Source: an optimization exercise on an open RTL-to-GDS flow (aim: small area and a short achievable clock period). Production flows keep margins and buffers that such runs may drop. RTL that was checked went through simulation tests only; none was proved equivalent to the original. For run 5, only the layout was checked, not whether the RTL still works. Power is estimated from default activity; no workload was simulated.

File: flow/config.mk
export PLATFORM = sky130hd
export DESIGN_NAME = dcache_hit_path
export DESIGN_NICKNAME = dcache_hit_path
export VERILOG_FILES = /design/flow/design.v
export SDC_FILE = /design/flow/constraint.sdc
export NUM_CORES = 4
export LEC_CHECK = 0
export CAP_MARGIN = 20
export CORE_MARGIN = 2
export CORE_UTILIZATION = 50
export SETUP_SLACK_MARGIN = 1.5
export SLEW_MARGIN = 20
File: flow/constraint.sdc
create_clock -name core_clock -period 6.5 [get_ports {clk}]
set_input_delay 1.3000 -clock core_clock [delete_from_list [all_inputs] [get_ports {clk}]]
set_output_delay 1.3000 -clock core_clock [all_outputs]
set_load 0.01 [all_outputs]
File: flow/design.v
package cache_pkg;
  parameter ADDR_WIDTH      = 40;  
  parameter DATA_WIDTH      = 64;  
  parameter CACHE_SIZE      = 64;  
  parameter CACHE_WAY_N     = 4;
  parameter CACHE_WAY_IDX_W = $clog2(CACHE_WAY_N);
  parameter CACHE_BANK_N    = 8;
  parameter LINE_SIZE       = 512;   
  parameter CACHE_BANK_W    = 64;
  parameter CACHE_SET_N     = CACHE_SIZE*1024/(LINE_SIZE/8)/CACHE_WAY_N;
  parameter BYTE_OFFSET     = $clog2(DATA_WIDTH/8);   
  parameter BANK_OFFSET     = $clog2(CACHE_BANK_N);       
  parameter LINE_OFFSET     = $clog2(LINE_SIZE/8);   
  parameter LINE_ADDR_WIDTH = ADDR_WIDTH-LINE_OFFSET;    
  parameter CACHE_IDX_W     = $clog2(CACHE_SET_N);
  parameter CACHE_TAG_PA_W  = ADDR_WIDTH-LINE_OFFSET-CACHE_IDX_W;
  parameter BANK_LSB        = BYTE_OFFSET;
  parameter BANK_MSB        = BYTE_OFFSET+BANK_OFFSET-1;
  parameter IDX_LSB         = LINE_OFFSET;
  parameter IDX_MSB         = IDX_LSB+CACHE_IDX_W-1;
  parameter TAG_LSB         = IDX_MSB+1;
  parameter TAG_MSB         = ADDR_WIDTH-1;
  typedef struct packed {
    logic   dirty;
    logic   valid;
    logic[CACHE_TAG_PA_W-1:0] addr;
  } cache_tag_t;
  parameter CACHE_TAG_W = CACHE_TAG_PA_W+2;   
  parameter TAG_ECC_W   = 7;                  
  parameter BANK_ECC_W  = 8;                  
  localparam logic [511:0] COL = {
    8'h0e, 8'h1c, 8'h38, 8'h70, 8'he0, 8'hc1, 8'h83, 8'h07,
    8'h16, 8'h2c, 8'h58, 8'hb0, 8'h61, 8'hc2, 8'h85, 8'h0b,
    8'h26, 8'h4c, 8'h98, 8'h31, 8'h62, 8'hc4, 8'h89, 8'h13,
    8'h46, 8'h8c, 8'h19, 8'h32, 8'h64, 8'hc8, 8'h91, 8'h23,
    8'h86, 8'h0d, 8'h1a, 8'h34, 8'h68, 8'hd0, 8'ha1, 8'h4a,
    8'h94, 8'h29, 8'h52, 8'ha4, 8'h49, 8'h92, 8'h25, 8'h3e,
    8'hf8, 8'hc7, 8'hf1, 8'h7c, 8'h3d, 8'hf4, 8'he9, 8'ha7,
    8'h43, 8'hdc, 8'hb9, 8'he6, 8'h9b, 8'h6e, 8'hec, 8'h3b};
  localparam logic [255:0] CORRECTABLE =
    256'h01723b51589307d6238512fa8d377a7c38134536936c77ceed567a7a3ece6881;
  typedef enum logic[1:0] {BYTE, HALFWORD, WORD, DWORD} inst_size_t;
  function automatic logic[63:0] load_data_gen(logic[2:0]  addr_offset,
                                               logic       inst_signed,
                                               logic[1:0]  inst_size,
                                               logic[63:0] data_in);
    logic[63:0] data_gen;
    unique case(inst_size)
      2'd0: begin   
        unique case(addr_offset)
          3'h0: data_gen = {{56{data_in[7]  & inst_signed}}, data_in[7:0]};
          3'h1: data_gen = {{56{data_in[15] & inst_signed}}, data_in[15:8]};
          3'h2: data_gen = {{56{data_in[23] & inst_signed}}, data_in[23:16]};
          3'h3: data_gen = {{56{data_in[31] & inst_signed}}, data_in[31:24]};
          3'h4: data_gen = {{56{data_in[39] & inst_signed}}, data_in[39:32]};
          3'h5: data_gen = {{56{data_in[47] & inst_signed}}, data_in[47:40]};
          3'h6: data_gen = {{56{data_in[55] & inst_signed}}, data_in[55:48]};
          3'h7: data_gen = {{56{data_in[63] & inst_signed}}, data_in[63:56]};
          default: data_gen = 64'b0;
        endcase
      end
      2'd1: begin   
        unique case(addr_offset[2:1])
          2'h0: data_gen = {{48{data_in[15] & inst_signed}}, data_in[15:0]};
          2'h1: data_gen = {{48{data_in[31] & inst_signed}}, data_in[31:16]};
          2'h2: data_gen = {{48{data_in[47] & inst_signed}}, data_in[47:32]};
          2'h3: data_gen = {{48{data_in[63] & inst_signed}}, data_in[63:48]};
          default: data_gen = 64'b0;
        endcase
      end
      2'd2: begin   
        unique case(addr_offset[2])
          1'b0: data_gen = {{32{data_in[31] & inst_signed}}, data_in[31:0]};
          1'b1: data_gen = {{32{data_in[63] & inst_signed}}, data_in[63:32]};
          default: data_gen = 64'b0;
        endcase
      end
      2'd3: begin   
        data_gen = data_in;
      end
      default: data_gen = 64'b0;
    endcase
    load_data_gen = data_gen;
  endfunction
endpackage
module oh_logic_mux #(
  parameter NUM   = 0,
  parameter WIDTH = 0
)(
  input  logic[NUM-1:0]    oh_sel_i,
  input  logic[NUM-1:0][WIDTH-1:0] data_i,
  output logic[WIDTH-1:0]  data_o
);
  logic[WIDTH-1:0][NUM-1:0] matrix;
  generate
    for(genvar i=0; i<WIDTH; i++) begin: g_matrix_i
      for(genvar j=0; j<NUM; j++) begin: g_matrix_j
        assign matrix[i][j] = data_i[j][i];
      end
      assign data_o[i] = |(oh_sel_i & matrix[i]);
    end
  endgenerate
endmodule
module tag_req_syndrome(
  input  logic[25:0]  req_tag_i,
  output logic[5:0]   syndrome_o
);
  assign syndrome_o[0] = req_tag_i[0]^req_tag_i[1]^req_tag_i[3]^req_tag_i[4]^req_tag_i[6]^req_tag_i[8]^req_tag_i[10]^req_tag_i[11]^req_tag_i[13]^req_tag_i[15]^req_tag_i[17]^req_tag_i[19]^req_tag_i[21]^req_tag_i[23]^req_tag_i[25];
  assign syndrome_o[1] = req_tag_i[0]^req_tag_i[2]^req_tag_i[3]^req_tag_i[5]^req_tag_i[6]^req_tag_i[9]^req_tag_i[10]^req_tag_i[12]^req_tag_i[13]^req_tag_i[16]^req_tag_i[17]^req_tag_i[20]^req_tag_i[21]^req_tag_i[24]^req_tag_i[25];
  assign syndrome_o[2] = req_tag_i[1]^req_tag_i[2]^req_tag_i[3]^req_tag_i[7]^req_tag_i[8]^req_tag_i[9]^req_tag_i[10]^req_tag_i[14]^req_tag_i[15]^req_tag_i[16]^req_tag_i[17]^req_tag_i[22]^req_tag_i[23]^req_tag_i[24]^req_tag_i[25];
  assign syndrome_o[3] = req_tag_i[4]^req_tag_i[5]^req_tag_i[6]^req_tag_i[7]^req_tag_i[8]^req_tag_i[9]^req_tag_i[10]^req_tag_i[18]^req_tag_i[19]^req_tag_i[20]^req_tag_i[21]^req_tag_i[22]^req_tag_i[23]^req_tag_i[24]^req_tag_i[25];
  assign syndrome_o[4] = req_tag_i[11]^req_tag_i[12]^req_tag_i[13]^req_tag_i[14]^req_tag_i[15]^req_tag_i[16]^req_tag_i[17]^req_tag_i[18]^req_tag_i[19]^req_tag_i[20]^req_tag_i[21]^req_tag_i[22]^req_tag_i[23]^req_tag_i[24]^req_tag_i[25];
  assign syndrome_o[5] = 1'b0;
endmodule
module sec_ded_decoder_28(
  input  logic[27:0]  data_i,
  input  logic[6:0]   ecc_i,
  input  logic[25:0]  req_tag_i,
  input  logic[5:0]   req_syndrome_i,   
  output logic        hit_o,           
  output logic        valid_o,         
  output logic        dirty_o,         
  output logic        single_error_o,
  output logic        double_error_o
);
  logic[5:0]  syndrome;
  logic[5:0]  sigma;
  logic       parity_bit;
  logic[25:0] diff;
  logic       diff_zero;
  logic       diff_one;
  logic       sigma_flips_addr;
  logic       hit_parity_ok;
  logic       hit_parity_fail;
  assign syndrome[0] = ecc_i[0]^data_i[0]^data_i[1]^data_i[3]^data_i[4]^data_i[6]^data_i[8]^data_i[10]^data_i[11]^data_i[13]^data_i[15]^data_i[17]^data_i[19]^data_i[21]^data_i[23]^data_i[25]^data_i[26];
  assign syndrome[1] = ecc_i[1]^data_i[0]^data_i[2]^data_i[3]^data_i[5]^data_i[6]^data_i[9]^data_i[10]^data_i[12]^data_i[13]^data_i[16]^data_i[17]^data_i[20]^data_i[21]^data_i[24]^data_i[25]^data_i[27];
  assign syndrome[2] = ecc_i[2]^data_i[1]^data_i[2]^data_i[3]^data_i[7]^data_i[8]^data_i[9]^data_i[10]^data_i[14]^data_i[15]^data_i[16]^data_i[17]^data_i[22]^data_i[23]^data_i[24]^data_i[25];
  assign syndrome[3] = ecc_i[3]^data_i[4]^data_i[5]^data_i[6]^data_i[7]^data_i[8]^data_i[9]^data_i[10]^data_i[18]^data_i[19]^data_i[20]^data_i[21]^data_i[22]^data_i[23]^data_i[24]^data_i[25];
  assign syndrome[4] = ecc_i[4]^data_i[11]^data_i[12]^data_i[13]^data_i[14]^data_i[15]^data_i[16]^data_i[17]^data_i[18]^data_i[19]^data_i[20]^data_i[21]^data_i[22]^data_i[23]^data_i[24]^data_i[25];
  assign syndrome[5] = ecc_i[5]^data_i[26]^data_i[27];
  assign parity_bit = (^data_i) ^ (^ecc_i);
  assign single_error_o = parity_bit;
  assign double_error_o = ~parity_bit & (syndrome != 0);
  assign valid_o = data_i[26] ^ (parity_bit & (syndrome == 6'd33));
  assign dirty_o = data_i[27] ^ (parity_bit & (syndrome == 6'd34));
  assign sigma[0] = req_syndrome_i[0] ^ ecc_i[0] ^ data_i[26];
  assign sigma[1] = req_syndrome_i[1] ^ ecc_i[1] ^ data_i[27];
  assign sigma[2] = req_syndrome_i[2] ^ ecc_i[2];
  assign sigma[3] = req_syndrome_i[3] ^ ecc_i[3];
  assign sigma[4] = req_syndrome_i[4] ^ ecc_i[4];
  assign sigma[5] = req_syndrome_i[5] ^ ecc_i[5] ^ data_i[26] ^ data_i[27];
  assign sigma_flips_addr = (sigma[5] == 1'b0) & (sigma[4:0] != 5'd0) &
                            (sigma[4:0] != 5'd1) & (sigma[4:0] != 5'd2) &
                            (sigma[4:0] != 5'd4) & (sigma[4:0] != 5'd8) &
                            (sigma[4:0] != 5'd16);
  assign diff = data_i[25:0] ^ req_tag_i;
  one_hot_26 u_one_hot(
    .d_i    (diff),
    .zero_o (diff_zero),
    .one_o  (diff_one)
  );
  assign hit_parity_ok   = diff_zero & data_i[26];
  assign hit_parity_fail = (diff_zero & ~sigma_flips_addr & (data_i[26] ^ (sigma == 6'd33))) |
                           (diff_one & (sigma == 6'd0) & data_i[26]);
  assign hit_o = parity_bit ? hit_parity_fail : hit_parity_ok;
endmodule
module one_hot_26(
  input  logic[25:0]  d_i,
  output logic        zero_o,
  output logic        one_o
);
  logic[12:0] any2, two2;
  logic[6:0]  any4, two4;
  logic[3:0]  any8, two8;
  logic[1:0]  any16, two16;
  for (genvar i=0; i<13; i++) begin: g2
    assign any2[i] = d_i[2*i] | d_i[2*i+1];
    assign two2[i] = d_i[2*i] & d_i[2*i+1];
  end
  for (genvar i=0; i<7; i++) begin: g4
    if (2*i+1 < 13) begin: g_pair
      assign any4[i] = any2[2*i] | any2[2*i+1];
      assign two4[i] = two2[2*i] | two2[2*i+1] | (any2[2*i] & any2[2*i+1]);
    end else begin: g_single
      assign any4[i] = any2[2*i];
      assign two4[i] = two2[2*i];
    end
  end
  for (genvar i=0; i<4; i++) begin: g8
    if (2*i+1 < 7) begin: g_pair
      assign any8[i] = any4[2*i] | any4[2*i+1];
      assign two8[i] = two4[2*i] | two4[2*i+1] | (any4[2*i] & any4[2*i+1]);
    end else begin: g_single
      assign any8[i] = any4[2*i];
      assign two8[i] = two4[2*i];
    end
  end
  for (genvar i=0; i<2; i++) begin: g16
    assign any16[i] = any8[2*i] | any8[2*i+1];
    assign two16[i] = two8[2*i] | two8[2*i+1] | (any8[2*i] & any8[2*i+1]);
  end
  assign zero_o = ~(any16[0] | any16[1]);
  assign one_o  = (any16[0] ^ any16[1]) & ~two16[0] & ~two16[1];
endmodule
module sec_ded_daec_decoder_64(
  input  logic[63:0]  data_i,
  input  logic[7:0]   ecc_i,
  output logic[7:0]   syndrome_o,
  output logic        uncorrectable_error_o
);
  logic[7:0]  syndrome;
  assign syndrome[0] = ecc_i[0]^data_i[0]^data_i[3]^data_i[5]^data_i[7]^data_i[8]^data_i[9]^data_i[11]^data_i[13]^data_i[14]^data_i[17]^data_i[19]^data_i[22]^data_i[25]^data_i[30]^data_i[32]^data_i[33]^data_i[37]^data_i[40]^data_i[41]^data_i[44]^data_i[48]^data_i[49]^data_i[51]^data_i[56]^data_i[57]^data_i[58];
  assign syndrome[1] = ecc_i[1]^data_i[0]^data_i[2]^data_i[3]^data_i[4]^data_i[7]^data_i[8]^data_i[14]^data_i[16]^data_i[18]^data_i[21]^data_i[24]^data_i[29]^data_i[31]^data_i[32]^data_i[36]^data_i[39]^data_i[40]^data_i[43]^data_i[47]^data_i[48]^data_i[50]^data_i[55]^data_i[56]^data_i[57]^data_i[63];
  assign syndrome[2] = ecc_i[2]^data_i[1]^data_i[2]^data_i[4]^data_i[6]^data_i[8]^data_i[10]^data_i[11]^data_i[12]^data_i[14]^data_i[16]^data_i[17]^data_i[20]^data_i[23]^data_i[28]^data_i[30]^data_i[31]^data_i[35]^data_i[38]^data_i[39]^data_i[42]^data_i[46]^data_i[47]^data_i[49]^data_i[54]^data_i[55]^data_i[56]^data_i[62]^data_i[63];
  assign syndrome[3] = ecc_i[3]^data_i[0]^data_i[1]^data_i[2]^data_i[3]^data_i[5]^data_i[6]^data_i[9]^data_i[11]^data_i[12]^data_i[15]^data_i[16]^data_i[19]^data_i[22]^data_i[24]^data_i[27]^data_i[29]^data_i[30]^data_i[34]^data_i[37]^data_i[38]^data_i[41]^data_i[45]^data_i[46]^data_i[48]^data_i[53]^data_i[54]^data_i[61]^data_i[62]^data_i[63];
  assign syndrome[4] = ecc_i[4]^data_i[0]^data_i[3]^data_i[5]^data_i[6]^data_i[10]^data_i[11]^data_i[12]^data_i[13]^data_i[15]^data_i[16]^data_i[18]^data_i[21]^data_i[23]^data_i[26]^data_i[28]^data_i[29]^data_i[33]^data_i[36]^data_i[37]^data_i[40]^data_i[44]^data_i[45]^data_i[52]^data_i[53]^data_i[55]^data_i[60]^data_i[61]^data_i[62];
  assign syndrome[5] = ecc_i[5]^data_i[0]^data_i[1]^data_i[2]^data_i[4]^data_i[5]^data_i[8]^data_i[9]^data_i[10]^data_i[11]^data_i[12]^data_i[13]^data_i[15]^data_i[16]^data_i[17]^data_i[20]^data_i[22]^data_i[25]^data_i[27]^data_i[28]^data_i[32]^data_i[35]^data_i[36]^data_i[43]^data_i[44]^data_i[47]^data_i[51]^data_i[52]^data_i[54]^data_i[59]^data_i[60]^data_i[61];
  assign syndrome[6] = ecc_i[6]^data_i[1]^data_i[2]^data_i[4]^data_i[6]^data_i[7]^data_i[9]^data_i[10]^data_i[12]^data_i[13]^data_i[14]^data_i[15]^data_i[19]^data_i[21]^data_i[24]^data_i[26]^data_i[27]^data_i[34]^data_i[35]^data_i[39]^data_i[42]^data_i[43]^data_i[46]^data_i[50]^data_i[51]^data_i[53]^data_i[58]^data_i[59]^data_i[60];
  assign syndrome[7] = ecc_i[7]^data_i[1]^data_i[3]^data_i[4]^data_i[5]^data_i[6]^data_i[8]^data_i[9]^data_i[10]^data_i[13]^data_i[14]^data_i[15]^data_i[18]^data_i[20]^data_i[23]^data_i[25]^data_i[26]^data_i[31]^data_i[33]^data_i[34]^data_i[38]^data_i[41]^data_i[42]^data_i[45]^data_i[49]^data_i[50]^data_i[52]^data_i[57]^data_i[58]^data_i[59];
  assign syndrome_o = syndrome;
  assign uncorrectable_error_o = ~cache_pkg::CORRECTABLE[syndrome];
endmodule
module daec_correct_64(
  input  logic[63:0]  data_i,
  input  logic[7:0]   syndrome_i,
  output logic[63:0]  corrected_data_o
);
  logic[63:0] error_mask;
  generate
    for(genvar k=0; k<64; k++) begin: g_mask
      if (k == 0) begin: g_lo
        assign error_mask[k] = (syndrome_i == cache_pkg::COL[(k)*8 +: 8]) |
                               (syndrome_i == (cache_pkg::COL[(k)*8 +: 8] ^ cache_pkg::COL[(k+1)*8 +: 8]));
      end else if (k == 63) begin: g_hi
        assign error_mask[k] = (syndrome_i == cache_pkg::COL[(k)*8 +: 8]) |
                               (syndrome_i == (cache_pkg::COL[(k-1)*8 +: 8] ^ cache_pkg::COL[(k)*8 +: 8]));
      end else begin: g_mid
        assign error_mask[k] = (syndrome_i == cache_pkg::COL[(k)*8 +: 8]) |
                               (syndrome_i == (cache_pkg::COL[(k)*8 +: 8] ^ cache_pkg::COL[(k+1)*8 +: 8])) |
                               (syndrome_i == (cache_pkg::COL[(k-1)*8 +: 8] ^ cache_pkg::COL[(k)*8 +: 8]));
      end
    end
  endgenerate
  assign corrected_data_o = data_i ^ error_mask;
endmodule
import cache_pkg::*;
module dcache_hit_path(
    input  logic                              clk,
    input  logic [CACHE_TAG_PA_W-1:0]         req_tag_i,       
    input  logic [BYTE_OFFSET-1:0]            req_offset_i,    
    input  logic [1:0]                        req_size_i,      
    input  logic                              req_signed_i,
    input  logic [CACHE_WAY_N*CACHE_TAG_W-1:0]  tag_i,
    input  logic [CACHE_WAY_N*TAG_ECC_W-1:0]    tag_ecc_i,
    input  logic [CACHE_WAY_N*CACHE_BANK_W-1:0] data_i,
    input  logic [CACHE_WAY_N*BANK_ECC_W-1:0]   data_ecc_i,
    output logic                              hit_o,
    output logic [CACHE_WAY_N-1:0]            hit_way_o,
    output logic [CACHE_WAY_N-1:0]            way_valid_o,
    output logic [CACHE_WAY_N-1:0]            way_dirty_o,
    output logic [CACHE_TAG_W-1:0]            hit_tag_o,
    output logic [CACHE_WAY_N-1:0]            tag_single_err_o,
    output logic [CACHE_WAY_N-1:0]            tag_double_err_o,
    output logic [CACHE_WAY_N-1:0]            data_uncorr_err_o,
    output logic [DATA_WIDTH-1:0]             load_data_o
);
  logic [CACHE_WAY_N-1:0][CACHE_BANK_W-1:0] data_rd;
  logic [CACHE_WAY_N-1:0][BANK_ECC_W-1:0]   data_syndrome;
  logic [5:0]              req_tag_syndrome;
  logic [CACHE_WAY_N-1:0]  cache_line_valid;
  logic [CACHE_WAY_N-1:0]  cache_line_dirty;
  logic [CACHE_WAY_N-1:0]  tag_single_error;
  logic [CACHE_WAY_N-1:0]  tag_double_error;
  logic [CACHE_WAY_N-1:0]  data_uncorrectable_error;
  logic [CACHE_WAY_N-1:0]  cache_hit_way_tc0;
  logic [CACHE_BANK_W-1:0] hit_data_raw;
  logic [BANK_ECC_W-1:0]   hit_data_syndrome;
  logic [CACHE_BANK_W-1:0] cache_hit_data;
  logic [DATA_WIDTH-1:0]   load_data;
  logic [CACHE_WAY_N-1:0]    cache_hit_way_r;
  logic [CACHE_WAY_N-1:0]    cache_line_valid_r;
  logic [CACHE_WAY_N-1:0]    cache_line_dirty_r;
  logic [CACHE_WAY_N-1:0]    tag_single_error_r;
  logic [CACHE_WAY_N-1:0]    tag_double_error_r;
  logic [CACHE_WAY_N-1:0]    data_uncorrectable_error_r;
  logic [CACHE_TAG_PA_W-1:0] req_tag_r;
  logic [CACHE_BANK_W-1:0]   hit_data_raw_r;
  logic [BANK_ECC_W-1:0]     hit_data_syndrome_r;
  logic [BYTE_OFFSET-1:0]    req_offset_r;
  logic [1:0]                req_size_r;
  logic                      req_signed_r;
  assign data_rd = data_i;
  tag_req_syndrome u_req_syndrome(
    .req_tag_i  (req_tag_i),
    .syndrome_o (req_tag_syndrome)
  );
  generate
    for(genvar i=0; i<CACHE_WAY_N; i++) begin: g_way
      sec_ded_decoder_28 u_tag_ecc_decoder(
        .data_i         (tag_i[i*CACHE_TAG_W +: CACHE_TAG_W]),
        .ecc_i          (tag_ecc_i[i*TAG_ECC_W +: TAG_ECC_W]),
        .req_tag_i      (req_tag_i),
        .req_syndrome_i (req_tag_syndrome),
        .hit_o          (cache_hit_way_tc0[i]),
        .valid_o        (cache_line_valid[i]),
        .dirty_o        (cache_line_dirty[i]),
        .single_error_o (tag_single_error[i]),
        .double_error_o (tag_double_error[i])
      );
      sec_ded_daec_decoder_64 u_data_ecc_decoder(
        .data_i                (data_rd[i]),
        .ecc_i                 (data_ecc_i[i*BANK_ECC_W +: BANK_ECC_W]),
        .syndrome_o            (data_syndrome[i]),
        .uncorrectable_error_o (data_uncorrectable_error[i])
      );
    end
  endgenerate
  oh_logic_mux #(
    .NUM(CACHE_WAY_N),
    .WIDTH(CACHE_BANK_W)
  ) data_oh_logic_mux(
    .oh_sel_i(cache_hit_way_tc0),
    .data_i(data_rd),
    .data_o(hit_data_raw)
  );
  oh_logic_mux #(
    .NUM(CACHE_WAY_N),
    .WIDTH(BANK_ECC_W)
  ) syndrome_oh_logic_mux(
    .oh_sel_i(cache_hit_way_tc0),
    .data_i(data_syndrome),
    .data_o(hit_data_syndrome)
  );
  always_ff @(posedge clk) begin
    cache_hit_way_r            <= cache_hit_way_tc0;
    cache_line_valid_r         <= cache_line_valid;
    cache_line_dirty_r         <= cache_line_dirty;
    tag_single_error_r         <= tag_single_error;
    tag_double_error_r         <= tag_double_error;
    data_uncorrectable_error_r <= data_uncorrectable_error;
    req_tag_r                  <= req_tag_i;
    hit_data_raw_r             <= hit_data_raw;
    hit_data_syndrome_r        <= hit_data_syndrome;
    req_offset_r               <= req_offset_i;
    req_size_r                 <= req_size_i;
    req_signed_r               <= req_signed_i;
  end
  daec_correct_64 u_data_correct(
    .data_i           (hit_data_raw_r),
    .syndrome_i       (hit_data_syndrome_r),
    .corrected_data_o (cache_hit_data)
  );
  assign load_data = cache_pkg::load_data_gen(req_offset_r,
                                              req_signed_r,
                                              req_size_r,
                                              cache_hit_data);
  assign hit_o             = |cache_hit_way_r;
  assign hit_way_o         = cache_hit_way_r;
  assign way_valid_o       = cache_line_valid_r;
  assign way_dirty_o       = cache_line_dirty_r;
  assign hit_tag_o         = {|(cache_hit_way_r & cache_line_dirty_r), hit_o,
                              req_tag_r & {CACHE_TAG_PA_W{hit_o}}};
  assign tag_single_err_o  = tag_single_error_r;
  assign tag_double_err_o  = tag_double_error_r;
  assign data_uncorr_err_o = data_uncorrectable_error_r;
  assign load_data_o       = load_data;
endmodule
File: flow/flow/run.sh
#!/bin/bash
# The standard layout with two changes:
#  - plain buffers on the ports instead of the delay-cell buffers that
#    buffer_ports picks by default;
#  - the three-input XOR/XNOR cells are kept out of synthesis, so that the
#    parity trees map onto faster and smaller two-input XOR/XNOR cells.
set -euo pipefail
DU="$(make -s -C "$FLOW_HOME" DESIGN_CONFIG="$PWD/config.mk" WORK_HOME="$PWD/orfs" print-DONT_USE_CELLS 2>/dev/null | sed -n 's/^DONT_USE_CELLS: //p')"
test -n "$DU"
for c in xnor3_1 xnor3_2 xnor3_4 xor3_1 xor3_2 xor3_4; do DU="$DU sky130_fd_sc_hd__$c"; done
bash standard.sh \
  "DONT_USE_CELLS=$DU" \
  "BUFFER_PORTS_ARGS=-buffer_cell sky130_fd_sc_hd__buf_1" \
  finish > standard_make.log 2>&1
File: flow/standard.sh
#!/bin/bash
# synth_recipe.tcl (not shown) runs the flow's synth.tcl, then flattens the netlist and writes it again
# the make line also repeats each setting of config.mk as NAME=value (left out here)
make -C /OpenROAD-flow-scripts/flow DESIGN_CONFIG=/design/flow/config.mk WORK_HOME=/design/flow/orfs CLKGATE_MAP_FILE= SYNTH_SCRIPT=/design/flow/synth_recipe.tcl "${@:-finish}"
==> reports/results.txt, run 1 <==
Status -> complete, no violations
Fin crit share -> 76.7%
Startpoint Class -> flop
Kind of end point of the critical path -> output port
Mapped Nets -> 3,160
Synth Warn # -> 1
Unrepaired setup endpoints after global routing -> true
Die ar. -> 43,400 um2
Clock transition at path regs -> 60 ps
Starting density of the core -> 50.9%
IO Port Bufs -> 577
Synthesized cell area -> 20,900 um2
VDD IR max -> 0.449 mV
Initial antenna violation count -> 4
Fin. max-slew vios -> 0
Top_reg_cell synth -> dfxtp_1
Avg Synthesized Cell Area -> 7.80 um2
Multiplexer share of the synthesized area -> 2.77%
Worst EP required -> 5200 ps
Simple-gate share of the synthesized area -> 15.1%
Hold-fix buffer count after cts -> 0
Total Wirelength -> 111,000 um
Vias in the first global route -> 22,837
Largest net degree at the start of global routing -> 69
First-pass iteration count of the detailed router -> 9
Synth Register Bits -> 128
Row Count -> 74
GPL Wtd Cong -> 1.10
Area leader, netlist -> xnor2_1
Root Driver -> clkbuf_16
Worst slew pin tran -> 1090 ps
Compound-Gate Fraction of Synth Area -> 18.0%
CP arrival -> 3690 ps
Post-synth EDFFs -> 0
Count leader, synth -> xnor2_1
Setup TNS -> 0 ps
Adder-cell area share of the yosys netlist -> 1.49%
Iter 0 DRT Violations -> 3,968
Clk sinks -> 128
Post-Synth XOR/XNOR Area -> 46.6%
Share of the synthesized area in the top cell type -> 36.3%
Share of cells above drive strength 1 -> 6.26%
Critical setup path kind -> reg2out
Die width -> 208 um
Worst hold path type -> in2reg
Die Span Y -> 208 um
Slew headroom -> 26.6%
Finish-stage setup viols -> 0
# DRC -> 0
Fillers -> 3,814
Period minus WS final -> 4990 ps
Maximum level of the CTS H-tree -> 4
Hold Violations, Final -> 0
Post-place setup slack -> 939 ps
Wire length per cell -> 29.6 um
Asr flop ratio synth -> 0%
Fmax -> 200 MHz
Max clock buf depth -> 2
Total gr overflow -> 0
Post-DRT Antenna Nets -> 0
Overall Global Routing Usage -> 48.7%
Detailed Place HPWL -> 90,700 um
Worst setup margin -> 1510 ps
Cell Pwr Density -> 471 nW/um2
First-pass GRT wire length -> 156,000 um
CTS tree -> built
Core footprint -> 41,000 um2
P_leak -> 8.18 nW
Via density -> 6.51
Area added between synthesis and finish -> 16.5%
Commonest cells post-synth -> xnor2_1 (866), nand2_1 (230), xor2_1 (220), nor2_1 (198), dfxtp_1 (128)
TritonCTS buffer count -> 17
Sequential fraction of the synthesis area -> 12.3%
Total Nets Final -> 3,665
Dominant cells by area after synthesis -> xnor2_1 (36%), dfxtp_1 (12%), xor2_1 (9.2%)
Mapped Cells -> 2,679
DR vias -> 24,292
Crit path max fanout -> 10
Library cells used by synthesis -> 82
Boundary Pins -> 578
Largest family of logic cells by synthesized area -> XOR/XNOR gates
Max-cap violations -> 0
==> repair_timing <==
item                                    CTS  global route
endpoints found under the setup margin  118           134
resized for setup                        13            50
setup buffers                             1             7
pin swaps                                 0             2
==> power by group <==
part / switching (mW) / internal, mW / leakage, nW / total, mW
combinational: 5.86 / 3.54 / 6.86 / 9.40
sequential: 0.166 / 0.935 / 1.06 / 1.10
clock: 0.461 / 0.507 / 0.261 / 0.968
total: 6.49 / 4.98 / 8.18 / 11.5
==> routing by layer <==
metal  up-vias  part of all wire, %  global-route usage [%]  wire length [um]
met5         -                0.023                       0                25
met4         4                  7.5                    28.9              8320
met3       496                   14                    14.5             15300
met2      2054                   42                    71.8             45900
met1     11495                   37                    62.5             40900
li1      10243                    -                       -                 -
==> state kept, by name, indices dropped and copies added, names as in the netlist <==
name / flops
hit_data_raw_r: 64
req_tag_r: 26
hit_data_syndrome_r: 8
cache_hit_way_r: 4
cache_line_dirty_r: 4
cache_line_valid_r: 4
data_uncorrectable_error_r: 4
tag_double_error_r: 4
tag_single_error_r: 4
req_offset_r: 3
req_size_r: 2
req_signed_r: 1
==> worst max-delay path, cell delays in order (launching register included) <==
cell       delay (ps)
dfxtp_1           410
nand4bb_1         660
nor2_1            330
nor3_1            100
xnor2_1           410
mux2_2            240
a21oi_1            60
o211ai_1          190
o21ai_0           140
a222oi_1          470
buf_1             210
==> path summary, 6_finish.rpt <==
path                                       start                    end  slack, ps  cells past startpoint
setup / recovery  hit_data_syndrome_r[5]$_DFF_P_         load_data_o[6]       1510                     10
hold / removal                     req_size_i[1]  req_size_r[1]$_DFF_P_        930                      1
==> layout by cell type, fill, tap and decap left out, types with 7 or more instances in the layout <==
| cell | Yosys | routed |
|---|---|---|
| xnor2_1 | 866 | 856 |
| buf_1 | 9 | 563 |
| nand2_1 | 230 | 221 |
| xor2_1 | 220 | 217 |
| nor2_1 | 198 | 197 |
| dfxtp_1 | 128 | 120 |
| nor3_1 | 75 | 75 |
| a221o_1 | 71 | 71 |
| a22o_1 | 69 | 69 |
| o21ai_0 | 68 | 68 |
| a21oi_1 | 63 | 63 |
| buf_4 | 5 | 50 |
| nand3_1 | 48 | 43 |
| mux2i_1 | 42 | 42 |
| o22ai_1 | 36 | 36 |
| nor2b_1 | 37 | 34 |
| inv_1 | 34 | 34 |
| a22oi_1 | 25 | 25 |
| xnor2_2 | 12 | 22 |
| o211ai_1 | 21 | 21 |
| ha_1 | 20 | 20 |
| nand4_1 | 19 | 19 |
| o221ai_1 | 17 | 17 |
| clkbuf_16 | 0 | 17 |
| nand2b_1 | 14 | 14 |
| mux2_2 | 14 | 14 |
| clkbuf_2 | 0 | 14 |
| or2_2 | 13 | 13 |
| a31oi_1 | 13 | 13 |
| a221oi_1 | 12 | 12 |
| nor4_1 | 15 | 10 |
| a211oi_1 | 10 | 10 |
| a311oi_1 | 10 | 10 |
| nand2_2 | 0 | 9 |
| o2111ai_1 | 8 | 8 |
| and2_1 | 7 | 7 |
| o21a_1 | 7 | 7 |
| a21o_1 | 7 | 7 |
| dfxtp_2 | 0 | 7 |
==> cells by family after synthesis <==
group / Yosys count
xor+xnor: 1099
simple gates: 689
compound gates: 496
buf+inv: 185
flops: 128
mux: 56
fa+ha+maj: 26
==> area by class of cell <==
| cell class | count | area, um2 | area share, % |
|---|---|---|---|
| clock buffer | 20 | 447 | 1.83 |
| tap | 532 | 666 | 2.73 |
| clock inverter | 12 | 100 | 0.411 |
| timing repair buffer | 631 | 2630 | 10.8 |
| multi-input combinational | 2366 | 17800 | 73.0 |
| inverter | 40 | 161 | 0.663 |
| antenna | 2 | 5.00 | 0.0206 |
| sequential | 128 | 2570 | 10.6 |
==> through the flow <==
stage | area (um2) | cells | utilization, % | total power, mW | hold WS, ps
3_3_place_gp | 23500 | 3689 | 57.2 | 9.90 | 1390
6_report | 24300 | 3731 | 59.4 | 11.5 | 935
5_1_grt | 24300 | 3729 | 59.3 | 12.1 | 934
4_1_cts | 24100 | 3722 | 58.8 | 11.0 | 923
2_1_floorplan | 20900 | 2679 | - | 7.54 | 1330
3_5_place_dp | 23500 | 3689 | 57.2 | 10.0 | 1390
==> run 2, diff against run 1 <==
--- a/flow/design.v
+++ b/flow/design.v
@@ -42,2 +42,49 @@
   typedef enum logic[1:0] {BYTE, HALFWORD, WORD, DWORD} inst_size_t;
+  parameter LOAD_ALIGN_W = 26;
+  function automatic logic[LOAD_ALIGN_W-1:0] load_align_gen(logic[2:0]  addr_offset,
+                                                 logic       inst_signed,
+                                                 logic[1:0]  inst_size);
+    logic[LOAD_ALIGN_W-1:0] a;
+    logic[2:0]   first;   
+    logic[2:0]   last;    
+    first = (inst_size == 2'd0) ? addr_offset :
+            (inst_size == 2'd1) ? {addr_offset[2:1], 1'b0} :
+            (inst_size == 2'd2) ? {addr_offset[2], 2'b0} : 3'd0;
+    last  = first | ((inst_size == 2'd0) ? 3'd0 :
+                     (inst_size == 2'd1) ? 3'd1 :
+                     (inst_size == 2'd2) ? 3'd3 : 3'd7);
+    for (int i=0; i<8; i++) begin
+      a[i] = (first == i);
+      a[18+i]  = inst_signed & (inst_size != 2'd3) & (last == i);
+    end
+    for (int i=0; i<4; i++) begin
+      a[8+i] = (inst_size != 2'd0) & (first == 2*i);
+    end
+    a[12] = inst_size[1] & (first == 3'd0);
+    a[13] = inst_size[1] & (first == 3'd4);
+    a[14]    = (inst_size == 2'd3);
+    a[15]     = (inst_size == 2'd0);
+    a[16]    = ~inst_size[1];
+    a[17]    = (inst_size != 2'd3);
+    load_align_gen = a;
+  endfunction
+  function automatic logic[63:0] load_align_apply(logic[LOAD_ALIGN_W-1:0] a, logic[63:0] d);
+    logic       ext;
+    logic[7:0]  b0, b1;
+    logic[15:0] b23;
+    ext = 1'b0;
+    b0  = 8'b0;
+    b1  = 8'b0;
+    for (int i=0; i<8; i++) begin
+      ext = ext | (a[18+i] & d[8*i+7]);
+      b0  = b0 | ({8{a[i]}} & d[8*i +: 8]);
+    end
+    for (int i=0; i<4; i++) begin
+      b1 = b1 | ({8{a[8+i]}} & d[16*i+8 +: 8]);
+    end
+    b1  = b1 | {8{a[15] & ext}};
+    b23 = ({16{a[12]}} & d[31:16]) | ({16{a[13]}} & d[63:48]) |
+          {16{a[16] & ext}};
+    load_align_apply = {({32{a[14]}} & d[63:32]) | {32{a[17] & ext}}, b23, b1, b0};
+  endfunction
   function automatic logic[63:0] load_data_gen(logic[2:0]  addr_offset,
@@ -288,5 +335,4 @@
   logic [BANK_ECC_W-1:0]     hit_data_syndrome_r;
-  logic [BYTE_OFFSET-1:0]    req_offset_r;
-  logic [1:0]                req_size_r;
-  logic                      req_signed_r;
+  logic [LOAD_ALIGN_W-1:0]   load_align;
+  logic [LOAD_ALIGN_W-1:0]   load_align_r;
   assign data_rd = data_i;
@@ -343,5 +389,3 @@
     hit_data_syndrome_r        <= hit_data_syndrome;
-    req_offset_r               <= req_offset_i;
-    req_size_r                 <= req_size_i;
-    req_signed_r               <= req_signed_i;
+    load_align_r               <= load_align;
   end
@@ -352,6 +396,4 @@
   );
-  assign load_data = cache_pkg::load_data_gen(req_offset_r,
-                                              req_signed_r,
-                                              req_size_r,
-                                              cache_hit_data);
+  assign load_align = cache_pkg::load_align_gen(req_offset_i, req_signed_i, req_size_i);
+  assign load_data  = cache_pkg::load_align_apply(load_align_r, cache_hit_data);
   assign hit_o             = |cache_hit_way_r;
==> reports/results.txt, run 2 <==
Status -> complete, no violations
Cell Int Power -> 6.22 mW
Wire length per cell -> 28.6 um
Share of cells above drive strength 1 -> 5.43%
Largest registers -> hit_data_raw_r: 64 flops, load_align_r: 26 flops, req_tag_r: 26 flops
Commonest non-fill, non-tap cell in the layout -> xnor2_1
Placed cell area -> 23,300 um2
Count leader, synth -> xnor2_1
Root Driver -> clkbuf_16
Dominant cells by area after synthesis -> xnor2_1 (38%), dfxtp_1 (14%), xor2_1 (8.2%)
Post-place setup slack -> 1020 ps
VDD IR max -> 0.448 mV
Max reg flops -> 64
Crit-path slowest cell -> dfxtp_1
Mapped Nets -> 3,032
Cell Pwr Density -> 578 nW/um2
IO Port Bufs -> 577
P_sw -> 7.75 mW
Row Count -> 74
Share of the synthesized area in the top cell type -> 38.1%
Clk sinks -> 148
Sw Share -> 55.5%
Critical setup path kind -> reg2out
Commonest cells post-synth -> xnor2_1 (896), nor2_1 (227), xor2_1 (192), dfxtp_1 (148), nand2_1 (105)
Startpoint Class -> flop
Synth Register Bits -> 148
Via density -> 6.36
Avg Synthesized Cell Area -> 8.08 um2
Total Nets Final -> 3,560
First-pass GRT wire length -> 145,000 um
Overall Global Routing Usage -> 46.7%
Synth Warn # -> 1
Logic pwr share -> 81.1%
Die ar. -> 42,800 um2
Most flops, register -> hit_data_raw_r
Starting density of the core -> 50.6%
Post-synth EDFFs -> 0
Crit path cell chain -> nor2b_2, nand3_2, o21ai_0, nand3b_1, xnor2_4, a22oi_1, and4_1, nor2b_2, buf_4, a21o_1, buf_1
Maximum level of the CTS H-tree -> 4
P_leak -> 8.08 nW
Finish-stage setup viols -> 0
DR vias -> 23,136
Core footprint -> 40,700 um2
Worst EP required -> 5200 ps
Mapped Cells -> 2,551
Die Span Y -> 207 um
Vias in the first global route -> 21,602
Post-DRT Antenna Nets -> 0
GPL Wtd Cong -> 1.18
Crit path top cell by count -> nor2b_2
Crit path largest cell delay -> 510 ps
Setup TNS -> 0 ps
Finished Cell Area -> 24,200 um2
Synthesized cell area -> 20,600 um2
TritonCTS buffer count -> 17
Hold-fix buffer count after cts -> 0
Fin crit share -> 76.0%
Detailed Place HPWL -> 86,400 um
Hold Violations, Final -> 0
Clock transition at path regs -> 70 ps
# DRC -> 0
Iter 0 DRT Violations -> 3,465
Area added between synthesis and finish -> 17.4%
Sequential fraction of the synthesis area -> 14.4%
Slew headroom -> 25.6%
Library cells used by synthesis -> 73
Placed cell count -> 3,587
CP endpoint -> load_data_o[32]
Fin. max-slew vios -> 0
Crit path max fanout -> 32
Max-cap violations -> 0
Top_reg_cell synth -> dfxtp_1
Kind of end point of the critical path -> output port
Asr flop ratio synth -> 0%
Sequential power share -> 11.3%
Worst Setup SP -> hit_data_syndrome_r[1]$_DFF_P_
Initial antenna violation count -> 11
Most frequent cells in the layout -> xnor2_1 (887), buf_1 (571), nor2_1 (226)
Unrepaired setup endpoints after global routing -> false
Total gr overflow -> 0
CP arrival -> 3640 ps
Total Wirelength -> 104,000 um
Worst slew pin tran -> 1110 ps
Period minus WS final -> 4940 ps
Area leader, netlist -> xnor2_1
Finished Layout Cells -> 3,635
Worst setup margin -> 1560 ps
Total power -> 14.0 mW
Largest net degree at the start of global routing -> 74
First-pass iteration count of the detailed router -> 7
Worst hold path type -> in2reg
CTS tree -> built
Clk pwr share -> 7.7%
Fmax -> 202 MHz
Die width -> 207 um
Max clock buf depth -> 2
Boundary Pins -> 578
run 2: cell types whose count changed in the layout (fill, tap and decap cells not counted), moves of 25 or more:
cell,delta
o21ai_0,-25
xor2_1,-26
mux2i_1,-36
a22oi_1,+33
xnor2_1,+31
a21o_1,+28
nand2_1,-121
nor2_1,+29
dfxtp_1,+28
run 2: through the flow:
stage          hold WS (ps)  utilization [%]
2_1_floorplan          1330                -
4_1_cts                1090             58.8
5_1_grt                1120             59.4
3_3_place_gp           1590             57.3
3_5_place_dp           1600             57.3
6_report               1120             59.4
run 2: power groups by stage:
stage          combinational, mW  clock [mW]  sequential (mW)
3_5_place_dp                10.8           0             1.54
2_1_floorplan               7.86           0             1.36
6_report                    11.3        1.07             1.58
4_1_cts                     10.8        1.07             1.52
3_3_place_gp                10.7           0             1.55
5_1_grt                     12.0        1.10             1.57
run 2: final cells by class:
class	count	area [um2]
multi-input cells	2240	17100
fillers	3823	16600
flip-flops and latches	148	2960
repair buffers	640	2710
well taps	532	666
clock buffers	17	425
clock inverters	15	183
inverters	32	120
diodes	11	27.5
run 2: worst min-delay path by stage:
stage | endpoint | start | slack (ps) | depth (start not counted)
after floorplan | req_tag_r[0]$_DFF_P_ | req_tag_i[0] | 1330 | 0
after global placement | req_tag_r[6]$_DFF_P_ | req_tag_i[6] | 1590 | 1
after detailed placement | req_tag_r[6]$_DFF_P_ | req_tag_i[6] | 1600 | 1
after CTS | req_tag_r[6]$_DFF_P_ | req_tag_i[6] | 1090 | 1
after global routing | req_tag_r[6]$_DFF_P_ | req_tag_i[6] | 1120 | 1
final | req_tag_r[6]$_DFF_P_ | req_tag_i[6] | 1120 | 1
run 2: what timing repair did:
item	in CTS	in global routing
setup endpoints to repair	56	129
setup buffers	0	4
pin swaps	0	1
cloned	0	1
resized for setup	4	30
endpoints found under the hold margin	0	0
run 2: layer usage:
metal  up-vias  part of all wire (%)  global-route usage (%)
li1       9920                     -                       -
met1     10991                    38                    61.8
met2      1851                    42                    66.9
met3       370                    14                    15.6
met4         4                   5.8                    24.4
met5         -                 0.050                       0
run 2: critical path, delay by kind of cell (launching register included):
family / cells / cell delay, ps
simple gates: 5 / 1220
compound gates: 3 / 600
flops: 1 / 510
buf+inv: 2 / 490
xor+xnor: 1 / 330
run 2: cell families (layout without fill, tap and decap cells):
group / count (synthesis) / after routing / share of synthesized area (%)
simple gates: 585 / 585 / 13.2
fa+ha+maj: 24 / 24 / 1.41
buf+inv: 163 / 704 / 3.48
mux: 14 / 14 / 0.893
compound gates: 518 / 518 / 19.5
other cells: 0 / 11 / 0
flops: 148 / 148 / 14.4
xor+xnor: 1099 / 1099 / 47.2
==> run 3, diff against run 2 <==
--- a/flow/config.mk
+++ b/flow/config.mk
@@ -10,3 +10,4 @@
 export CORE_UTILIZATION = 50
-export SETUP_SLACK_MARGIN = 1.5
+export SETUP_SLACK_MARGIN = 2.2
 export SLEW_MARGIN = 20
+export TNS_END_PERCENT = 10
==> reports/results.txt, run 3 <==
Status -> complete, no violations
Clk sinks -> 148
GPL Wtd Cong -> 1.16
Boundary Pins -> 578
Synth Warn # -> 1
Area added between synthesis and finish -> 27.1%
Most flops, register -> hit_data_raw_r
Worst slack on hold paths -> 980 ps
Core footprint -> 40,700 um2
Share of cells above drive strength 1 -> 13.4%
Fillers -> 3,697
Worst EP required -> 5200 ps
Max-cap violations -> 0
Mapped Nets -> 3,032
Detailed Place HPWL -> 88,900 um
Hold-critical path depth -> 1
Kind of end point of the critical path -> output port
Fmax -> 229 MHz
IO Port Bufs -> 577
Commonest cells post-synth -> xnor2_1 (896), nor2_1 (227), xor2_1 (192), dfxtp_1 (148), nand2_1 (105)
Count leader, synth -> xnor2_1
Total gr overflow -> 0
Synth Register Bits -> 148
Root Driver -> clkbuf_16
Mapped Cells -> 2,551
Setup TNS -> 0 ps
DR vias -> 24,392
Post-DRT Antenna Nets -> 0
Asr flop ratio synth -> 0%
Placed cell count -> 3,583
Crit path max fanout -> 9
Finish-stage setup viols -> 0
FF/Latch Area -> 2990 um2
Max clock buf depth -> 2
CTS tree -> built
Hold-fix buffer count after cts -> 0
Die Span Y -> 207 um
Area occupied by multi-input gates -> 18,200 um2
Total power -> 15.2 mW
Hold Violations, Final -> 0
Iter 0 DRT Violations -> 3,956
Top_reg_cell synth -> dfxtp_1
Sequential fraction of the synthesis area -> 14.4%
Worst hold path type -> in2reg
Critical setup path kind -> reg2out
Dominant cells by area after synthesis -> xnor2_1 (38%), dfxtp_1 (14%), xor2_1 (8.2%)
First-pass iteration count of the detailed router -> 9
Area leader, netlist -> xnor2_1
Share of the synthesized area in the top cell type -> 38.1%
Finished Layout Cells -> 3,735
Placed cell area -> 23,300 um2
# DRC -> 0
Cell Pwr Density -> 580 nW/um2
Most frequent cells in the layout -> xnor2_1 (837), buf_1 (531), nor2_1 (211)
CP arrival -> 3060 ps
Die width -> 207 um
Via density -> 6.53
Post-place setup slack -> 796 ps
Maximum level of the CTS H-tree -> 4
Wire length per cell -> 29.9 um
Largest registers -> hit_data_raw_r: 64 flops, load_align_r: 26 flops, req_tag_r: 26 flops
Total Nets Final -> 3,651
Initial antenna violation count -> 22
TritonCTS buffer count -> 17
VDD IR max -> 0.596 mV
Fin crit share -> 67.1%
Unrepaired setup endpoints after global routing -> true
Slew headroom -> 29.9%
Total Wirelength -> 112,000 um
Post-synth EDFFs -> 0
First-pass GRT wire length -> 150,000 um
Overall Global Routing Usage -> 48.8%
Max reg flops -> 64
P_leak -> 9.17 nW
Die ar. -> 42,800 um2
Clock transition at path regs -> 70 ps
Finished Cell Area -> 26,200 um2
Commonest non-fill, non-tap cell in the layout -> xnor2_1
Worst setup margin -> 2140 ps
Period minus WS final -> 4360 ps
Worst slew pin tran -> 1050 ps
Fin. max-slew vios -> 0
Final core utilization -> 64.3%
Starting density of the core -> 50.6%
Synthesized cell area -> 20,600 um2
Startpoint Class -> flop
Avg Synthesized Cell Area -> 8.08 um2
Library cells used by synthesis -> 73
Row Count -> 74
Vias in the first global route -> 22,220
Largest net degree at the start of global routing -> 74
[run 3: cell count changes in the layout (fill, tap and decap cells not counted), sizes merged, moves of 3 or more]
cell,change
diode,+9
buf,+61
clkbuf,+27
a31o,+3
[run 3: final timing paths]
kind	to	from
setup / recovery	load_data_o[3]	hit_data_syndrome_r[3]$_DFF_P_
hold / removal	req_tag_r[11]$_DFF_P_	req_tag_i[11]
[run 3: logic make-up after synthesis]
kind of cell,after synthesis,share of synthesized area [%]
compound gates,518,19.5
xor+xnor,1099,47.2
fa+ha+maj,24,1.41
buf+inv,163,3.48
flops,148,14.4
mux,14,0.893
simple gates,585,13.2
[run 3: report_power, final]
part           switching, mW  leakage [nW]  internal (mW)  total [mW]
Clock                  0.498         0.285          0.550        1.05
Combinational           7.49          7.65           5.05        12.5
Sequential             0.357          1.24           1.25        1.60
Total                   8.34          9.17           6.85        15.2
[run 3: layout make-up]
| type | count | area share (%) |
|---|---|---|
| multi-input cells | 2245 | 69.4 |
| repair buffers | 726 | 13.7 |
| flip-flops and latches | 148 | 11.4 |
| well taps | 532 | 2.54 |
| clock buffers | 19 | 1.69 |
| clock inverters | 13 | 0.525 |
| inverters | 32 | 0.478 |
| diodes | 20 | 0.191 |
[run 3: layer usage]
metal	track usage [%]	routed length, um	vias up	share of wire, %
met5	0	99	-	0.089
met4	26.6	7720	12	6.9
met3	18.3	17100	555	15
met2	69.7	45800	2241	41
met1	63.2	40900	11457	37
li1	-	-	10127	-
[run 3: timing repair]
action	CTS	global route
setup endpoints to repair	134	139
resized for setup	132	155
buffers inserted	12	74
cloned	3	11
pin swaps	7	45
[run 3: critical path, cell delays in order, from the launching register on]
cell	delay [ps]
dfxtp_4	390
nor2b_4	160
buf_4	140
nand2_1	380
nor2_1	120
nor3_1	520
xnor2_1	220
a22oi_1	330
nand4_1	130
buf_1	160
==> run 4, diff against run 3 <==
--- a/flow/config.mk
+++ b/flow/config.mk
@@ -9,3 +9,3 @@
 export CORE_MARGIN = 2
-export CORE_UTILIZATION = 50
+export CORE_UTILIZATION = 58
 export SETUP_SLACK_MARGIN = 2.2
==> reports/results.txt, run 4 <==
Crit path max fanout -> 13
Crit-path slowest cell -> xnor2_1
TritonCTS buffer count -> 17
Initial antenna violation count -> 19
Sequential fraction of the synthesis area -> 14.4%
Fin. max-slew vios -> 0
Finished Cell Area -> 25,300 um2
Worst slew pin tran -> 1140 ps
Critical Path Stages -> 13
Cell Int Power -> 6.48 mW
Count leader, synth -> xnor2_1
Row Count -> 69
Post-Synth XOR/XNOR Area -> 47.2%
Worst Setup SP -> data_i[208]
Commonest non-fill, non-tap cell in the layout -> xnor2_1
Simple-gate share of the synthesized area -> 13.2%
Starting density of the core -> 58.3%
Die Span Y -> 192 um
Crit path buf inv count -> 3
Synth Register Bits -> 148
Hold Violations, Final -> 0
Finished Layout Cells -> 3,604
Logic pwr share -> 82.0%
Most frequent cells in the layout -> xnor2_1 (856), buf_1 (545), nor2_1 (223)
Core footprint -> 35,300 um2
IO Port Bufs -> 577
Multiplexer share of the synthesized area -> 0.893%
Vias in the first global route -> 22,305
Largest family of logic cells by synthesized area -> XOR/XNOR gates
Via density -> 6.84
Overall Global Routing Usage -> 53.5%
Die width -> 192 um
Post-synth EDFFs -> 0
Sequential power share -> 11.0%
Most flops, register -> hit_data_raw_r
Crit path top cell by count -> xnor2_1
Clock transition at path regs -> 80 ps
Period minus WS final -> 4670 ps
Placed cell area -> 23,100 um2
First-pass GRT wire length -> 144,000 um
Dominant cells by area after synthesis -> xnor2_1 (38%), dfxtp_1 (14%), xor2_1 (8.2%)
Die ar. -> 37,000 um2
Clk pwr share -> 7.1%
Cell Pwr Density -> 580 nW/um2
Mapped Cells -> 2,551
Worst slack on hold paths -> 1040 ps
CTS tree -> built
Critical setup path kind -> in2reg
P_sw -> 8.20 mW
Share of the synthesized area in the top cell type -> 38.1%
Crit path cell chain -> buf_1, xnor2_1, xnor2_1, xnor2_1, xnor2_1, buf_4, clkinv_1, ha_1, or2_2, mux4_2, a21oi_1, o32ai_1, nor4_1
Clk sinks -> 148
Setup TNS -> 0 ps
Post-DRT Antenna Nets -> 0
Worst hold path type -> in2reg
Total Nets Final -> 3,592
Finish-stage setup viols -> 0
GPL Wtd Cong -> 1.18
Max reg flops -> 64
Unrepaired setup endpoints after global routing -> true
Status -> complete, no violations
Share of cells above drive strength 1 -> 9.96%
Crit path largest cell delay -> 680 ps
P_leak -> 8.65 nW
# DRC -> 0
Fin crit share -> 71.8%
First-pass iteration count of the detailed router -> 9
Iter 0 DRT Violations -> 5,174
Top_reg_cell synth -> dfxtp_1
Wire length per cell -> 29.7 um
Boundary Pins -> 578
DR vias -> 24,655
Startpoint Class -> primary input
Max clock buf depth -> 2
Library cells used by synthesis -> 73
Synth Warn # -> 1
Sw Share -> 55.9%
Total gr overflow -> 0
Worst EP required -> 6850 ps
Largest registers -> hit_data_raw_r: 64 flops, load_align_r: 26 flops, req_tag_r: 26 flops
Cell family with most CP delay -> XOR/XNOR gates
Fmax -> 214 MHz
Area added between synthesis and finish -> 22.7%
Fillers -> 2,830
Maximum level of the CTS H-tree -> 4
Total Wirelength -> 107,000 um
Commonest cells post-synth -> xnor2_1 (896), nor2_1 (227), xor2_1 (192), dfxtp_1 (148), nand2_1 (105)
Root Driver -> clkbuf_16
CP endpoint -> data_uncorrectable_error_r[3]$_DFF_P_
Compound-Gate Fraction of Synth Area -> 19.5%
CP arrival -> 5020 ps
Max-cap violations -> 0
Synthesized cell area -> 20,600 um2
VDD IR max -> 0.652 mV
Area leader, netlist -> xnor2_1
Adder-cell area share of the yosys netlist -> 1.41%
Kind of end point of the critical path -> flop
Detailed Place HPWL -> 84,100 um
Placed cell count -> 3,497
Avg Synthesized Cell Area -> 8.08 um2
Largest net degree at the start of global routing -> 74
Mapped Nets -> 3,032
Slew headroom -> 23.4%
Asr flop ratio synth -> 0%
[run 4: cell counts after synthesis]
Identical to the previous run, type by type.
[run 4: per-layer routing]
metal	part of all wire [%]	wire, um	vias to the layer above	GRT usage, %
met2	40	42500	2581	76.1
met1	34	36800	11315	67.2
met4	8.8	9420	10	33.0
li1	-	-	9990	-
met5	0.20	215	-	4.53
met3	17	18200	759	20.4
[run 4: timing repair]
action	4_1_cts	5_1_grt
cloned	1	13
hold buffers	0	0
pin swaps	9	28
setup buffers	19	23
endpoints found under the setup margin	137	136
endpoints found under the hold margin	0	0
gates resized for setup	106	91
[run 4: worst min-delay path by stage]
stage	slack (ps)	depth (start not counted)	endpoint	startpoint
6_report	1040	1	req_tag_r[11]$_DFF_P_	req_tag_i[11]
5_1_grt	1020	1	req_tag_r[11]$_DFF_P_	req_tag_i[11]
4_1_cts	1070	1	req_tag_r[11]$_DFF_P_	req_tag_i[11]
3_5_place_dp	1620	2	req_tag_r[7]$_DFF_P_	req_tag_i[7]
3_3_place_gp	1610	1	req_tag_r[11]$_DFF_P_	req_tag_i[11]
2_1_floorplan	1330	0	req_tag_r[0]$_DFF_P_	req_tag_i[0]
[run 4: cell families after synthesis]
group / count (synthesis)
compound gates: 518
mux: 14
fa+ha+maj: 24
simple gates: 585
xor+xnor: 1099
flops: 148
buf+inv: 163
[run 4: area by class of cell]
type / instances / area, um2 / area share (%)
Clock buffer: 18 / 429 / 1.70
Clock inverter: 14 / 144 / 0.569
Multi-Input combinational cell: 2242 / 17800 / 70.2
Antenna cell: 19 / 47.5 / 0.188
Inverter: 32 / 123 / 0.485
Timing Repair Buffer: 670 / 3220 / 12.7
Tap cell: 461 / 577 / 2.28
Sequential cell: 148 / 2990 / 11.8
[run 4: through the flow]
step | power (mW) | worst slack, ps | util (%)
after global routing | 15.2 | 1860 | 71.5
after floorplan | 9.22 | 2220 | -
after CTS | 13.5 | 2010 | 68.8
after detailed placement | 12.1 | 1010 | 65.5
final | 14.7 | 1830 | 71.6
after global placement | 12.0 | 991 | 65.5
[run 4: power by group through the flow]
| stage | clock network (mW) | logic (mW) | registers (mW) |
|---|---|---|---|
| floorplan | 0 | 7.86 | 1.36 |
| global placement | 0 | 10.4 | 1.53 |
| detailed placement | 0 | 10.6 | 1.53 |
| CTS | 1.02 | 10.9 | 1.54 |
| global route | 1.06 | 12.6 | 1.59 |
| finish | 1.04 | 12.0 | 1.61 |
==> run 5, diff against run 4 <==
--- a/flow/design.v
+++ b/flow/design.v
@@ -218,34 +218,21 @@
 );
-  logic[12:0] any2, two2;
+  logic[27:0] d;
   logic[6:0]  any4, two4;
-  logic[3:0]  any8, two8;
-  logic[1:0]  any16, two16;
-  for (genvar i=0; i<13; i++) begin: g2
-    assign any2[i] = d_i[2*i] | d_i[2*i+1];
-    assign two2[i] = d_i[2*i] & d_i[2*i+1];
+  logic       two_groups;
+  assign d = {2'b00, d_i};
+  for (genvar g=0; g<7; g++) begin: g_group
+    logic a, b, c, e;
+    assign {e, c, b, a} = d[4*g +: 4];
+    assign any4[g] = a | b | c | e;
+    assign two4[g] = (a & b) | (c & e) | ((a | b) & (c | e));
   end
-  for (genvar i=0; i<7; i++) begin: g4
-    if (2*i+1 < 13) begin: g_pair
-      assign any4[i] = any2[2*i] | any2[2*i+1];
-      assign two4[i] = two2[2*i] | two2[2*i+1] | (any2[2*i] & any2[2*i+1]);
-    end else begin: g_single
-      assign any4[i] = any2[2*i];
-      assign two4[i] = two2[2*i];
-    end
-  end
-  for (genvar i=0; i<4; i++) begin: g8
-    if (2*i+1 < 7) begin: g_pair
-      assign any8[i] = any4[2*i] | any4[2*i+1];
-      assign two8[i] = two4[2*i] | two4[2*i+1] | (any4[2*i] & any4[2*i+1]);
-    end else begin: g_single
-      assign any8[i] = any4[2*i];
-      assign two8[i] = two4[2*i];
-    end
-  end
-  for (genvar i=0; i<2; i++) begin: g16
-    assign any16[i] = any8[2*i] | any8[2*i+1];
-    assign two16[i] = two8[2*i] | two8[2*i+1] | (any8[2*i] & any8[2*i+1]);
-  end
-  assign zero_o = ~(any16[0] | any16[1]);
-  assign one_o  = (any16[0] ^ any16[1]) & ~two16[0] & ~two16[1];
+  logic any_lo, any_hi, two_lo, two_hi;
+  assign any_lo = any4[0] | any4[1] | any4[2];
+  assign any_hi = any4[3] | any4[4] | any4[5] | any4[6];
+  assign two_lo = (any4[0] & any4[1]) | (any4[2] & (any4[0] | any4[1]));
+  assign two_hi = (any4[3] & any4[4]) | (any4[5] & any4[6]) |
+                  ((any4[3] | any4[4]) & (any4[5] | any4[6]));
+  assign two_groups = two_lo | two_hi | (any_lo & any_hi);
+  assign zero_o = ~|any4;
+  assign one_o  = |any4 & ~|two4 & ~two_groups;
 endmodule
--- a/flow/flow/run.sh
+++ b/flow/flow/run.sh
@@ -4,4 +4,5 @@
 #    buffer_ports picks by default;
-#  - the three-input XOR/XNOR cells are kept out of synthesis, so that the
-#    parity trees map onto faster and smaller two-input XOR/XNOR cells.
+#  - the three-input XOR/XNOR cells and the four-input OR cells are kept out
+#    of synthesis: the parity trees then map onto faster and smaller
+#    two-input XOR/XNOR cells, and the wide ORs onto faster NAND/NOR forms.
 set -euo pipefail
@@ -9,3 +10,6 @@
 test -n "$DU"
-for c in xnor3_1 xnor3_2 xnor3_4 xor3_1 xor3_2 xor3_4; do DU="$DU sky130_fd_sc_hd__$c"; done
+for c in xnor3_1 xnor3_2 xnor3_4 xor3_1 xor3_2 xor3_4 \
+         or4_1 or4_2 or4_4 or4b_1 or4b_2 or4b_4 or4bb_1 or4bb_2 or4bb_4; do
+  DU="$DU sky130_fd_sc_hd__$c"
+done
 bash standard.sh \
--- a/flow/config.mk
+++ b/flow/config.mk
@@ -9,4 +9,4 @@
 export CORE_MARGIN = 2
-export CORE_UTILIZATION = 58
-export SETUP_SLACK_MARGIN = 2.2
+export CORE_UTILIZATION = 50
+export SETUP_SLACK_MARGIN = 1.9
 export SLEW_MARGIN = 20
==> reports/results.txt, run 5 <==
Mapped Cells -> 2,752
Crit path buf inv count -> 2
Fmax -> 214 MHz
Die Span Y -> 209 um
DR vias -> 23,643
Synthesized cell area -> 21,100 um2
Worst EP required -> 6890 ps
Max reg flops -> 64
Cell Int Power -> 4.99 mW
Boundary Pins -> 578
CP arrival -> 5070 ps
Vias in the first global route -> 22,926
Finish-stage setup viols -> 0
Synth Warn # -> 1
GPL Wtd Cong -> 1.12
Sequential fraction of the synthesis area -> 14.1%
Status -> complete, no violations
Clk pwr share -> 10.8%
Starting density of the core -> 50.5%
Post-place setup slack -> 1470 ps
Total Nets Final -> 3,768
Hold-fix buffer count after cts -> 0
Mapped Nets -> 3,229
Worst Setup SP -> req_tag_i[14]
Share of cells above drive strength 1 -> 5.36%
Initial antenna violation count -> 23
Slew headroom -> 26.6%
Die ar. -> 43,800 um2
Max clock buf depth -> 2
Total power -> 10.7 mW
Maximum level of the CTS H-tree -> 4
Iter 0 DRT Violations -> 3,007
Commonest non-fill, non-tap cell in the layout -> xnor2_1
Avg Synthesized Cell Area -> 7.66 um2
HP Start -> req_tag_i[23]
Hold-critical path depth -> 1
Fin. max-slew vios -> 0
Largest registers -> hit_data_raw_r: 64 flops, load_align_r: 26 flops, req_tag_r: 26 flops
Synth Register Bits -> 148
Crit path max fanout -> 73
Commonest cells post-synth -> xnor2_1 (859), nand2_1 (414), xor2_1 (219), dfxtp_1 (148), nor2_1 (114)
Logic pwr share -> 79.6%
Crit-path slowest cell -> xnor2_2
Row Count -> 75
Setup TNS -> 0 ps
Cell family with most CP delay -> XOR/XNOR gates
Library cells used by synthesis -> 80
P_leak -> 8.89 nW
Area added between synthesis and finish -> 17.2%
Wire length per cell -> 28.1 um
Clock transition at path regs -> 70 ps
IO Port Bufs -> 577
Startpoint Class -> primary input
Unrepaired setup endpoints after global routing -> true
Core footprint -> 41,800 um2
Largest net degree at the start of global routing -> 74
TritonCTS buffer count -> 17
Worst setup margin -> 1820 ps
Via density -> 6.14
Dominant cells by area after synthesis -> xnor2_1 (36%), dfxtp_1 (14%), xor2_1 (9.1%)
Critical setup path kind -> in2reg
Share of the synthesized area in the top cell type -> 35.7%
Total gr overflow -> 0
First-pass GRT wire length -> 152,000 um
Post-synth EDFFs -> 0
Critical Path Stages -> 13
Sw Share -> 53.4%
Total Wirelength -> 108,000 um
Fin crit share -> 72.0%
Area leader, netlist -> xnor2_1
Crit path top cell by count -> xnor2_1
Overall Global Routing Usage -> 47.6%
Detailed Place HPWL -> 89,900 um
VDD IR max -> 0.274 mV
Most flops, register -> hit_data_raw_r
Max-cap violations -> 0
Crit path cell chain -> buf_1, xnor2_1, xnor2_1, xnor2_1, xnor2_1, xnor2_2, xor2_1, nor4b_1, a21oi_1, o32ai_4, buf_12, nand2_1, o2111ai_1
Most frequent cells in the layout -> xnor2_1 (856), buf_1 (574), nand2_1 (413)
Count leader, synth -> xnor2_1
Clk sinks -> 148
First-pass iteration count of the detailed router -> 7
Top_reg_cell synth -> dfxtp_1
Fillers -> 4,062
Worst slew pin tran -> 1100 ps
Kind of end point of the critical path -> flop
# DRC -> 0
Die width -> 209 um
P_sw -> 5.72 mW
Root Driver -> clkbuf_16
Asr flop ratio synth -> 0%
Crit path largest cell delay -> 490 ps
Post-DRT Antenna Nets -> 0
Worst hold path type -> in2reg
Hold Violations, Final -> 0
Cell Pwr Density -> 434 nW/um2
Period minus WS final -> 4680 ps
CTS tree -> built
Sequential power share -> 9.6%
## run 5: cell types whose count changed after synthesis, moves of 37 or more
cell,before,now
a221o_1,88,18
a22o_1,77,6
o2111ai_1,8,81
nand2_1,105,414
xnor2_1,896,859
inv_1,28,97
nor2_1,227,114
## run 5: timing repair
item,in CTS,in global routing
gates resized for setup,29,16
setup endpoints to repair,57,131
setup buffers,5,5
pin swaps,3,3
## run 5: cell type report
class                      count  area (um2)  area share (%)
inverter                     101         379            1.54
clock buffer                  21         460            1.86
timing repair buffer         645        2740            11.1
tap                          539         674            2.73
antenna                        8        20.0          0.0811
sequential                   148        2980            12.1
multi-input combinational   2378       17200            69.8
clock inverter                11         199           0.806
## run 5: kinds of logic after synthesis
group | share of synthesized area (%)
xor gates and xnor gates | 45.7
adders and majority gates | 1.34
and+or+nand+nor | 16.9
DFF | 14.1
muxes | 1.04
buffers and inverters | 5.03
AOI/OAI and AO/OA | 15.9
## run 5: path summary, 6_finish.rpt
| check | end |
|---|---|
| max | hit_data_raw_r[24]$_DFF_P_ |
| min | req_tag_r[23]$_DFF_P_ |
## run 5: power groups by stage
stage | registers (mW) | logic (mW) | clock network, mW
2_1_floorplan | 1.05 | 6.00 | 0
3_3_place_gp | 1.05 | 8.06 | 0
3_5_place_dp | 1.05 | 8.16 | 0
4_1_cts | 1.03 | 8.21 | 1.15
5_1_grt | 1.03 | 9.11 | 1.18
6_report | 1.03 | 8.52 | 1.16
## run 5: routing by layer
| metal | share of wire, % | track usage [%] | vias to the layer above |
|---|---|---|---|
| met2 | 43 | 75.1 | 1802 |
| met5 | 0.17 | 0 | - |
| met4 | 10 | 40.4 | 30 |
| li1 | - | - | 10331 |
| met3 | 12 | 15.8 | 545 |
| met1 | 34 | 51.9 | 10935 |
## run 5: metrics by stage
stage	hold WS (ps)	util (%)	area, um2	cells
floorplan	1330	-	21100	2752
global placement	1590	56.9	23800	3801
detailed placement	1620	56.9	23800	3801
CTS	1090	58.8	24600	3838
global route	1100	59.1	24700	3849
finish	1100	59.1	24700	3851

## port drivers added, routing unchanged
No port has a modelled driver above. Below, the same layouts with a new extraction and two added sets of constraints. Step 1 assumes that a clkbuf_16 drives the clock port and a buf_2 every other input. Step 2 times the ports against the registers' clock, not the clock port: input delays grow and output delays shrink by t, the midpoint of the rising clock arrivals with the driver on. a / b / c = no drivers / after step 1 / after step 2; a / b = the first two.
run | t (ns) | setup WS [ns] | worst data-port slew with drivers (ns)
run 1 | 0.516 | 1.512 / 1.454 / 1.186 | 0.11
run 2 | 0.528 | 1.561 / 1.506 / 1.112 | 0.14
run 3 | 0.550 | 2.136 / 2.081 / 1.629 | 0.12
run 4 | 0.524 | 1.832 / 1.795 / 1.271 | 0.13
run 5 | 0.530 | 1.822 / 1.825 / 1.327 | 0.11
After both steps setup and hold are still met in every run listed. The setup slack of run 4, which loses most, moves by -0.037 ns with the drivers and by -0.561 ns with both steps.
